This is an optimization exercise on Yosys and OpenROAD, whose aim is small area and a short achievable clock period, not a production implementation. RTL that was checked went through simulation tests only; none was proved equivalent to the original. Power is estimated from default activity; no workload was simulated.

==> v27 <==
==> flow/design.v <==
`timescale 1ns / 1ps
module Label_Gen (
    input  logic [15:0] pixel,
    output logic [ 2:0] label_data
);
    logic n20, n21, n22, n23, n24, n25, n26, n27, n28, n29, n30, n31, n32, n33, n34, n35, n36, n37, n38, n39, n40, n41, n42, n43, n44, n45, n46, n47, n48, n49, n50, n51, n52, n53, n54, n55, n56, n57, n58, n59, n60, n61, n62, n63, n64, n65, n66, n67, n68, n69, n70, n71, n72, n73, n74, n76, n77, n78, n79, n80, n81, n82, n83, n84, n85, n86, n87, n88, n89, n90, n91, n92, n93, n94, n95, n96, n97, n98, n99, n100, n101, n102, n103, n104, n105, n106, n107, n108, n109, n110, n111, n112, n113, n114, n115, n116, n117, n118, n119, n120, n121, n122, n123, n124, n125, n126, n127, n128, n129, n130, n131, n132, n133, n134, n135, n136, n137, n138, n139, n140, n141, n142, n143, n144, n145, n146, n147, n148, n149, n150, n151, n152, n153, n154, n155, n156, n157, n158, n159, n160, n161, n162, n163, n164, n165, n166, n167, n168, n169, n170, n171, n172, n173, n174, n175, n176, n177, n178, n179, n180, n181, n182, n183, n184, n185, n186, n187, n188, n189, n190, n191, n192, n193, n194, n195, n196, n197, n198, n199, n200, n201, n202, n203, n204, n205, n206, n207, n209, n210, n211, n212, n213, n214;
    assign n20 = pixel[13] & pixel[12];
    assign n21 = pixel[7] & pixel[6];
    assign n22 = ~pixel[7] & ~pixel[6];
    assign n23 = ~n21 & ~n22;
    assign n24 = ~pixel[2] & pixel[0];
    assign n25 = ~n23 & ~n24;
    assign n26 = pixel[1] & ~n25;
    assign n27 = ~pixel[1] & ~pixel[0];
    assign n28 = pixel[2] & n27;
    assign n29 = ~n26 & ~n28;
    assign n30 = ~n20 & ~n29;
    assign n31 = ~pixel[8] & ~pixel[7];
    assign n32 = ~pixel[13] & ~pixel[12];
    assign n33 = n31 & n32;
    assign n34 = ~n30 & ~n33;
    assign n35 = pixel[5] & ~pixel[0];
    assign n36 = pixel[1] & ~n35;
    assign n37 = ~n27 & ~n36;
    assign n38 = pixel[6] & ~n37;
    assign n39 = pixel[5] & ~pixel[2];
    assign n40 = ~pixel[1] & n39;
    assign n41 = pixel[11] & pixel[5];
    assign n42 = ~pixel[14] & ~n41;
    assign n43 = ~n40 & n42;
    assign n44 = ~n38 & n43;
    assign n45 = ~pixel[7] & ~n44;
    assign n46 = ~pixel[8] & ~pixel[6];
    assign n47 = ~pixel[13] & ~pixel[11];
    assign n48 = ~n46 & ~n47;
    assign n49 = pixel[11] & ~pixel[0];
    assign n50 = ~pixel[2] & ~pixel[0];
    assign n51 = ~n41 & ~n50;
    assign n52 = ~n49 & ~n51;
    assign n53 = ~n48 & ~n52;
    assign n54 = ~pixel[11] & pixel[0];
    assign n55 = ~pixel[12] & pixel[1];
    assign n56 = ~n54 & n55;
    assign n57 = ~pixel[10] & ~n56;
    assign n58 = ~n53 & n57;
    assign n59 = ~n45 & n58;
    assign n60 = ~n34 & n59;
    assign n61 = ~pixel[6] & ~pixel[5];
    assign n62 = pixel[8] & ~n61;
    assign n63 = pixel[7] & n62;
    assign n64 = ~pixel[9] & ~n63;
    assign n65 = ~n60 & n64;
    assign n66 = pixel[2] & pixel[1];
    assign n67 = pixel[0] & n66;
    assign n68 = pixel[3] & n67;
    assign n69 = pixel[11] & n20;
    assign n70 = pixel[14] & n69;
    assign n71 = ~n68 & ~n70;
    assign n72 = ~pixel[15] & n71;
    assign n73 = ~n65 & n72;
    assign n74 = pixel[10] & ~pixel[4];
    assign label_data[2] = n73 & n74;
    assign n76 = ~pixel[9] & ~pixel[8];
    assign n77 = pixel[6] & ~pixel[0];
    assign n78 = n76 & ~n77;
    assign n79 = pixel[3] & ~n78;
    assign n80 = ~pixel[5] & n22;
    assign n81 = pixel[9] & ~n80;
    assign n82 = ~pixel[14] & pixel[1];
    assign n83 = ~n81 & n82;
    assign n84 = ~pixel[2] & ~n83;
    assign n85 = pixel[9] & pixel[7];
    assign n86 = n27 & n85;
    assign n87 = pixel[8] & n21;
    assign n88 = ~n31 & ~n87;
    assign n89 = ~n69 & n88;
    assign n90 = n50 & ~n89;
    assign n91 = ~n86 & ~n90;
    assign n92 = ~n84 & n91;
    assign n93 = ~n79 & ~n92;
    assign n94 = pixel[1] & n54;
    assign n95 = ~pixel[3] & ~n94;
    assign n96 = ~pixel[11] & pixel[6];
    assign n97 = ~pixel[9] & ~n96;
    assign n98 = ~pixel[12] & ~n97;
    assign n99 = ~n95 & n98;
    assign n100 = pixel[14] & pixel[13];
    assign n101 = ~n99 & n100;
    assign n102 = pixel[3] & pixel[2];
    assign n103 = ~n77 & n102;
    assign n104 = ~n31 & ~n103;
    assign n105 = ~pixel[9] & ~n104;
    assign n106 = pixel[8] & n22;
    assign n107 = ~pixel[2] & ~n106;
    assign n108 = pixel[3] & pixel[1];
    assign n109 = ~n107 & n108;
    assign n110 = ~n105 & ~n109;
    assign n111 = ~n101 & n110;
    assign n112 = n31 & n61;
    assign n113 = pixel[9] & pixel[3];
    assign n114 = ~n112 & n113;
    assign n115 = ~n111 & ~n114;
    assign n116 = ~pixel[2] & n27;
    assign n117 = ~pixel[12] & n47;
    assign n118 = ~n116 & ~n117;
    assign n119 = n21 & ~n118;
    assign n120 = pixel[3] & ~n119;
    assign n121 = pixel[8] & n81;
    assign n122 = pixel[6] & pixel[5];
    assign n123 = ~pixel[7] & ~n122;
    assign n124 = pixel[0] & n123;
    assign n125 = n121 & ~n124;
    assign n126 = ~n120 & n125;
    assign n127 = pixel[9] & ~n20;
    assign n128 = ~n121 & ~n127;
    assign n129 = n69 & n123;
    assign n130 = ~pixel[12] & pixel[11];
    assign n131 = n46 & n130;
    assign n132 = ~pixel[14] & ~n31;
    assign n133 = ~n131 & n132;
    assign n134 = ~n129 & n133;
    assign n135 = ~n128 & n134;
    assign n136 = pixel[14] & pixel[12];
    assign n137 = ~n54 & n136;
    assign n138 = pixel[9] & ~n31;
    assign n139 = ~n46 & n138;
    assign n140 = ~n137 & ~n139;
    assign n141 = ~pixel[3] & ~n66;
    assign n142 = ~n140 & n141;
    assign n143 = n32 & n76;
    assign n144 = ~n122 & n143;
    assign n145 = pixel[4] & ~n144;
    assign n146 = ~n142 & n145;
    assign n147 = ~n135 & n146;
    assign n148 = ~n126 & n147;
    assign n149 = ~n115 & n148;
    assign n150 = ~n93 & n149;
    assign n151 = ~n73 & ~n150;
    assign n152 = pixel[8] & pixel[7];
    assign n153 = ~pixel[9] & ~n152;
    assign n154 = pixel[8] & n47;
    assign n155 = n122 & n154;
    assign n156 = pixel[14] & ~n155;
    assign n157 = pixel[2] & ~pixel[1];
    assign n158 = ~n156 & ~n157;
    assign n159 = ~n62 & n130;
    assign n160 = ~n158 & n159;
    assign n161 = ~n32 & n156;
    assign n162 = ~n67 & ~n69;
    assign n163 = n46 & ~n162;
    assign n164 = pixel[8] & ~pixel[2];
    assign n165 = ~pixel[6] & pixel[0];
    assign n166 = n164 & ~n165;
    assign n167 = ~n36 & n166;
    assign n168 = pixel[3] & ~n40;
    assign n169 = ~n167 & n168;
    assign n170 = ~n163 & ~n169;
    assign n171 = ~n161 & n170;
    assign n172 = ~n160 & n171;
    assign n173 = n153 & ~n172;
    assign n174 = pixel[5] & n164;
    assign n175 = ~pixel[4] & n153;
    assign n176 = ~n174 & n175;
    assign n177 = ~pixel[10] & ~n176;
    assign n178 = n31 & ~n122;
    assign n179 = n118 & ~n178;
    assign n180 = ~n71 & ~n179;
    assign n181 = ~n177 & ~n180;
    assign n182 = ~n173 & n181;
    assign n183 = ~n151 & n182;
    assign n184 = ~n67 & n88;
    assign n185 = n47 & ~n184;
    assign n186 = n27 & n69;
    assign n187 = ~pixel[3] & ~n32;
    assign n188 = ~n49 & n55;
    assign n189 = pixel[13] & ~pixel[2];
    assign n190 = ~n188 & n189;
    assign n191 = ~n187 & ~n190;
    assign n192 = ~pixel[3] & ~pixel[2];
    assign n193 = ~n31 & ~n157;
    assign n194 = ~pixel[11] & pixel[7];
    assign n195 = pixel[13] & ~pixel[8];
    assign n196 = ~n194 & n195;
    assign n197 = ~n193 & ~n196;
    assign n198 = ~n192 & ~n197;
    assign n199 = ~n20 & ~n112;
    assign n200 = ~n63 & n199;
    assign n201 = ~n198 & n200;
    assign n202 = ~n191 & ~n201;
    assign n203 = ~n186 & ~n202;
    assign n204 = ~n185 & ~n203;
    assign n205 = ~pixel[14] & ~n204;
    assign n206 = pixel[15] & ~n205;
    assign n207 = pixel[4] & ~n206;
    assign label_data[1] = ~n183 | n207;
    assign n209 = ~n27 & n102;
    assign n210 = pixel[14] & ~pixel[10];
    assign n211 = ~pixel[4] & n210;
    assign n212 = ~n209 & n211;
    assign n213 = ~n121 & n212;
    assign n214 = ~n183 & ~n213;
    assign label_data[0] = n206 & ~n214;
endmodule
`timescale 1ns / 1ps
module cam_pixel_labeler (
    input  logic        clk,
    input  logic        reset,
    input  logic        href,
    input  logic        vsync,
    input  logic [ 7:0] ov7670_data,
    output logic        we,
    output logic [16:0] wAddr,
    output logic [ 2:0] label_data,
    output logic        camera_dp_en,
    output logic        v_finish_camera,
    output logic [ 9:0] x_pixel_camera,
    output logic [ 9:0] y_pixel_camera
);
    logic [9:0] h_counter;
    logic [9:0] v_counter;
    logic       v_sync_flag;
    logic [7:0] hi_byte;
    logic [2:0] label_next;
    assign x_pixel_camera = h_counter[9:1];
    assign y_pixel_camera = v_counter;
    assign camera_dp_en = ~(h_counter[9] & (h_counter[8] | h_counter[7])) &
                          ~(v_counter[9] | v_counter[8] | (&v_counter[7:4]));
    assign wAddr[5:0]  = h_counter[6:1];
    assign wAddr[16:6] = {1'b0, v_counter} + {v_counter[8:0], 2'b00} + h_counter[9:7];
    always_ff @(posedge clk, posedge reset) begin
        if (reset) begin
            h_counter       <= 0;
            v_counter       <= 0;
            we              <= 1'b0;
            v_sync_flag     <= 1'b0;
            v_finish_camera <= 1'b0;
        end else begin
            h_counter       <= href ? h_counter + 1'b1 : 10'd0;
            we              <= href & h_counter[0];
            v_sync_flag     <= vsync;
            v_finish_camera <= vsync & ~v_sync_flag;
            if (vsync) v_counter <= 0;
            else if (h_counter == 639) v_counter <= v_counter + 1'b1;
        end
    end
    always_ff @(posedge clk) begin
        hi_byte    <= ov7670_data;
        label_data <= label_next;
    end
    Label_Gen U_Label_Gen (
        .pixel     ({hi_byte, ov7670_data}),
        .label_data(label_next)
    );
endmodule
==> flow/run.sh <==
#!/bin/bash
# synth_recipe.tcl (not shown) runs the flow's synth.tcl, then flattens the netlist and writes it again
# the make line also repeats each setting of config.mk as NAME=value (left out here)
make -C /OpenROAD-flow-scripts/flow DESIGN_CONFIG=/design/flow/config.mk WORK_HOME=/design/flow/orfs CLKGATE_MAP_FILE= SYNTH_SCRIPT=/design/flow/synth_recipe.tcl finish
==> flow/config.mk <==
export PLATFORM = sky130hd
export DESIGN_NAME = cam_pixel_labeler
export DESIGN_NICKNAME = cam_pixel_labeler
export VERILOG_FILES = /design/flow/design.v
export SDC_FILE = /design/flow/constraint.sdc
export NUM_CORES = 4
export LEC_CHECK = 0
export CAP_MARGIN = 20
export CORE_MARGIN = 2
export CORE_UTILIZATION = 40
export SLEW_MARGIN = 20
==> flow/constraint.sdc <==
create_clock -name core_clock -period 150.0 [get_ports {clk}]
set_input_delay 30.0000 -clock core_clock [delete_from_list [all_inputs] [get_ports {clk}]]
set_output_delay 30.0000 -clock core_clock [all_outputs]
set_load 0.01 [all_outputs]
==> inputs of v15, as changes to v27 <==
==> flow/design.v, changed modules only <==
module cam_pixel_labeler (
    input  logic        clk,
    input  logic        reset,
    input  logic        href,
    input  logic        vsync,
    input  logic [ 7:0] ov7670_data,
    output logic        we,
    output logic [16:0] wAddr,
    output logic [ 2:0] label_data,
    output logic        camera_dp_en,
    output logic        v_finish_camera,
    output logic [ 9:0] x_pixel_camera,
    output logic [ 9:0] y_pixel_camera
);
    logic [9:0] h_counter;
    logic [9:0] v_counter;
    logic       v_sync_flag;
    logic [7:0] hi_byte;
    logic [2:0] label_next;
    logic [9:0] h_next, v_next;
    logic [9:0] h_carry, v_carry;
    logic       line_end;
    logic [10:0] addr_hi, addr_sum;
    logic [11:0] addr_carry;
    assign x_pixel_camera = h_counter[9:1];
    assign y_pixel_camera = v_counter;
    assign camera_dp_en = ~(h_counter[9] & (h_counter[8] | h_counter[7])) &
                          ~(v_counter[9] | v_counter[8] | (&v_counter[7:4]));
    logic [10:0] op_a, op_b, cs_sum, cs_carry;
    assign op_a = {1'b0, v_counter};
    assign op_b = {v_counter[8:0], h_counter[8:7]};
    assign cs_sum   = op_a ^ op_b ^ {8'd0, h_counter[9], 2'b00};
    assign cs_carry = (op_a & op_b) | ((op_a ^ op_b) & {8'd0, h_counter[9], 2'b00});
    assign addr_hi  = cs_sum;
    assign addr_carry[0] = 1'b0;
    for (genvar i = 0; i < 11; i++) begin : g_addr
        logic y;
        if (i == 0) assign y = 1'b0;
        else        assign y = cs_carry[i-1];
        assign addr_sum[i]     = addr_hi[i] ^ y ^ addr_carry[i];
        assign addr_carry[i+1] = (addr_hi[i] & y) | (addr_carry[i] & (addr_hi[i] ^ y));
    end
    assign wAddr[5:0]  = h_counter[6:1];
    assign wAddr[16:6] = addr_sum;
    assign h_carry[0] = 1'b1;
    assign v_carry[0] = line_end;
    for (genvar i = 1; i < 10; i++) begin : g_carry
        assign h_carry[i] = h_carry[i-1] & h_counter[i-1];
        assign v_carry[i] = v_carry[i-1] & v_counter[i-1];
    end
    assign line_end = (h_counter == 10'd639);
    assign h_next = {10{href}} & (h_counter ^ h_carry);
    assign v_next = {10{~vsync}} & (v_counter ^ v_carry);
    always_ff @(posedge clk, posedge reset) begin
        if (reset) begin
            h_counter       <= 0;
            v_counter       <= 0;
            we              <= 1'b0;
            v_sync_flag     <= 1'b0;
            v_finish_camera <= 1'b0;
        end else begin
            h_counter       <= h_next;
            v_counter       <= v_next;
            we              <= href & h_counter[0];
            v_sync_flag     <= vsync;
            v_finish_camera <= vsync & ~v_sync_flag;
        end
    end
    always_ff @(posedge clk) begin
        hi_byte    <= ov7670_data;
        label_data <= label_next;
    end
    Label_Gen U_Label_Gen (
        .pixel     ({hi_byte, ov7670_data}),
        .label_data(label_next)
    );
endmodule
==> flow/flow/run.sh (new file) <==
#!/bin/bash
# Layout flow: the standard synthesis, then the combinational logic between the
# registers is re-synthesised for area with ABC (registers, their names and cell types
# untouched, equivalence checked), then the standard layout from that netlist, with
# the port buffers made from the smallest buffer cell and a small clock tree.
set -euo pipefail
WORK=$PWD
FLOW=$WORK/flow
RES=$WORK/orfs/results/$FLOW_PLATFORM/cam_pixel_labeler/base
YOSYS=$(command -v yosys || echo "$FLOW_HOME/../tools/install/yosys/bin/yosys")
export LIBERTY=$FLOW_HOME/platforms/sky130hd/lib/sky130_fd_sc_hd__tt_025C_1v80.lib
export FLOWDIR=$FLOW

bash standard.sh synth > 1_standard_synth.log 2>&1
cp "$RES/1_2_yosys.v" std_synth.v

NET=std_synth.v
if "$YOSYS" -c "$FLOW/reopt.tcl" > 2_reopt.log 2>&1 && [[ -s reopt.v ]]; then
  if "$YOSYS" -c "$FLOW/equiv.tcl" > 3_equiv.log 2>&1; then
    NET=reopt.v
  fi
fi
echo "netlist used: $NET" > netlist_choice.txt

bash standard.sh clean_synth > 4_clean_synth.log 2>&1
bash standard.sh "SYNTH_NETLIST_FILES=$WORK/$NET" \
  "BUFFER_PORTS_ARGS=-buffer_cell sky130_fd_sc_hd__buf_1" \
  "CTS_ARGS=-sink_clustering_enable -repair_clock_nets -dont_use_dummy_load -buf_list sky130_fd_sc_hd__clkbuf_4 -root_buf sky130_fd_sc_hd__clkbuf_4" \
  finish > 5_layout.log 2>&1
==> flow/flow/area.abc (new file) <==
strash
&get -n
&deepsyn -T 20 -S 1
&put
dch -f
amap
topo
==> flow/flow/equiv.tcl (new file) <==
yosys -import
read_liberty -ignore_miss_func $::env(LIBERTY)
read_verilog std_synth.v
yosys rename cam_pixel_labeler gold
read_verilog reopt.v
yosys rename cam_pixel_labeler gate
flatten gold gate
opt_clean
async2sync
equiv_make gold gate eq
hierarchy -top eq
equiv_simple -seq 2
equiv_induct
equiv_status -assert
==> flow/flow/reopt.tcl (new file) <==
yosys -import
set lib $::env(LIBERTY)
set flow $::env(FLOWDIR)
read_liberty -ignore_miss_func $lib
read_verilog std_synth.v
hierarchy -top cam_pixel_labeler
# registers and tie cells stay as they are; everything else becomes plain gates
setattr -mod -set keep_hierarchy 1 sky130_fd_sc_hd__df*
setattr -mod -set keep_hierarchy 1 sky130_fd_sc_hd__conb_1
# full-adder cells from the adder mapping are kept too
setattr -mod -set keep_hierarchy 1 sky130_fd_sc_hd__fa_*
flatten
opt_clean
abc -script $flow/area.abc -liberty $lib -dont_use sky130_fd_sc_hd__lpflow_bleeder_1 -dont_use sky130_fd_sc_hd__lpflow_clkbufkapwr_1 -dont_use sky130_fd_sc_hd__lpflow_clkbufkapwr_16 -dont_use sky130_fd_sc_hd__lpflow_clkbufkapwr_2 -dont_use sky130_fd_sc_hd__lpflow_clkbufkapwr_4 -dont_use sky130_fd_sc_hd__lpflow_clkbufkapwr_8 -dont_use sky130_fd_sc_hd__lpflow_clkinvkapwr_1 -dont_use sky130_fd_sc_hd__lpflow_clkinvkapwr_16 -dont_use sky130_fd_sc_hd__lpflow_clkinvkapwr_2 -dont_use sky130_fd_sc_hd__lpflow_clkinvkapwr_4 -dont_use sky130_fd_sc_hd__lpflow_clkinvkapwr_8 -dont_use sky130_fd_sc_hd__lpflow_decapkapwr_12 -dont_use sky130_fd_sc_hd__lpflow_decapkapwr_3 -dont_use sky130_fd_sc_hd__lpflow_decapkapwr_4 -dont_use sky130_fd_sc_hd__lpflow_decapkapwr_6 -dont_use sky130_fd_sc_hd__lpflow_decapkapwr_8 -dont_use sky130_fd_sc_hd__lpflow_inputiso0n_1 -dont_use sky130_fd_sc_hd__lpflow_inputiso0p_1 -dont_use sky130_fd_sc_hd__lpflow_inputiso1n_1 -dont_use sky130_fd_sc_hd__lpflow_inputiso1p_1 -dont_use sky130_fd_sc_hd__lpflow_inputisolatch_1 -dont_use sky130_fd_sc_hd__lpflow_isobufsrc_1 -dont_use sky130_fd_sc_hd__lpflow_isobufsrc_16 -dont_use sky130_fd_sc_hd__lpflow_isobufsrc_2 -dont_use sky130_fd_sc_hd__lpflow_isobufsrc_4 -dont_use sky130_fd_sc_hd__lpflow_isobufsrc_8 -dont_use sky130_fd_sc_hd__lpflow_isobufsrckapwr_16 -dont_use sky130_fd_sc_hd__lpflow_lsbuf_lh_hl_isowell_tap_1 -dont_use sky130_fd_sc_hd__lpflow_lsbuf_lh_hl_isowell_tap_2 -dont_use sky130_fd_sc_hd__lpflow_lsbuf_lh_hl_isowell_tap_4 -dont_use sky130_fd_sc_hd__lpflow_lsbuf_lh_isowell_4 -dont_use sky130_fd_sc_hd__lpflow_lsbuf_lh_isowell_tap_1 -dont_use sky130_fd_sc_hd__lpflow_lsbuf_lh_isowell_tap_2 -dont_use sky130_fd_sc_hd__lpflow_lsbuf_lh_isowell_tap_4 -dont_use sky130_fd_sc_hd__probe_p_8 -dont_use sky130_fd_sc_hd__probec_p_8 
opt_clean -purge
hilomap -singleton -hicell sky130_fd_sc_hd__conb_1 HI -locell sky130_fd_sc_hd__conb_1 LO
select cam_pixel_labeler
write_verilog -noattr -selected reopt.v
==> flow/standard.sh (new file) <==
#!/bin/bash
# synth_recipe.tcl (not shown) runs the flow's synth.tcl, then flattens the netlist and writes it again
# the make line also repeats each setting of config.mk as NAME=value (left out here)
make -C /OpenROAD-flow-scripts/flow DESIGN_CONFIG=/design/flow/config.mk WORK_HOME=/design/flow/orfs CLKGATE_MAP_FILE= SYNTH_SCRIPT=/design/flow/synth_recipe.tcl "${@:-finish}"
removed: flow/run.sh
==> qor summary <==
| metric | v27 | v15 |
|---|---|---|
| Yosys synthesis warning count | 1 | 0 |
| Reg power frac | 49.2% | 59.2% |
| Power consumed by sequential cells | 0.00986 mW | 0.00962 mW |
| Final standard cell area without fillers | 3300 um^2 | 2390 um^2 |
| Post-Route M1 WL | 3.09 mm | 2.24 mm |
| Launch point of the critical path | v_counter[0] | v_counter[0] |
| Met3 track utilization from global routing | 2.84% | 3.93% |
| Period utilisation layout | 22.3% | 23.1% |
| Post-synthesis average cell area | 8.47 um^2 | 7.69 um^2 |
| CTS root buf | sky130_fd_sc_hd__clkbuf_8 | sky130_fd_sc_hd__clkbuf_4 |
| GRT met1 Usage | 26.8% | 23.4% |
| Clock distribution power | 0.00698 mW | 0.00424 mW |
| Post-placement cell count | 430 | 392 |
| Internal power | 0.0146 mW | 0.0117 mW |
| Maximum net fanout on the critical path | 6 | 7 |
| Cell area after technology mapping | 2790 um^2 | 2070 um^2 |
| Multi-input gate share of total cell area | 52.6% | 47.3% |
| Ratio of routed vias to standard cells | 5.55 | 5.29 |
| Delay contributed by the slowest stage of the critical path | 0.56 ns | 0.57 ns |
| Global placer's final weighted congestion | 0.850 | 0.924 |
| Outcome | finished clean | finished clean |
| Detail-routed net length per standard cell | 14.8 um | 12.8 um |
| Area taken by multi-input logic gates | 1740 um^2 | 1130 um^2 |
No functional check of the RTL was part of v27.

## re-timing with driven ports
Ports are ideal in the flow. The routed layouts listed here were re-timed in OpenROAD.
Step 1, drivers: a clkbuf_16 drives clk and a buf_2 each remaining input, both assumed.
Step 2 also shifts input and output timing later by t, the mid clock arrival at the registers, as if the neighbouring blocks saw the same clock.
a / b / c = no drivers / after step 1 / after step 2; a / b = the first two.
| run | t, ns | slack for setup (ns) | clock arrival spread, ns | worst register clock-pin slew, ns |
|---|---|---|---|---|
| v27 | 0.309 | 116.590 / 116.560 / 116.869 | 0.007 / 0.008 | 0.07 / 0.07 |
| v15 | 0.344 | 115.337 / 115.311 / 115.655 | 0.022 / 0.022 | 0.10 / 0.10 |
After both steps every run listed still meets setup and hold.
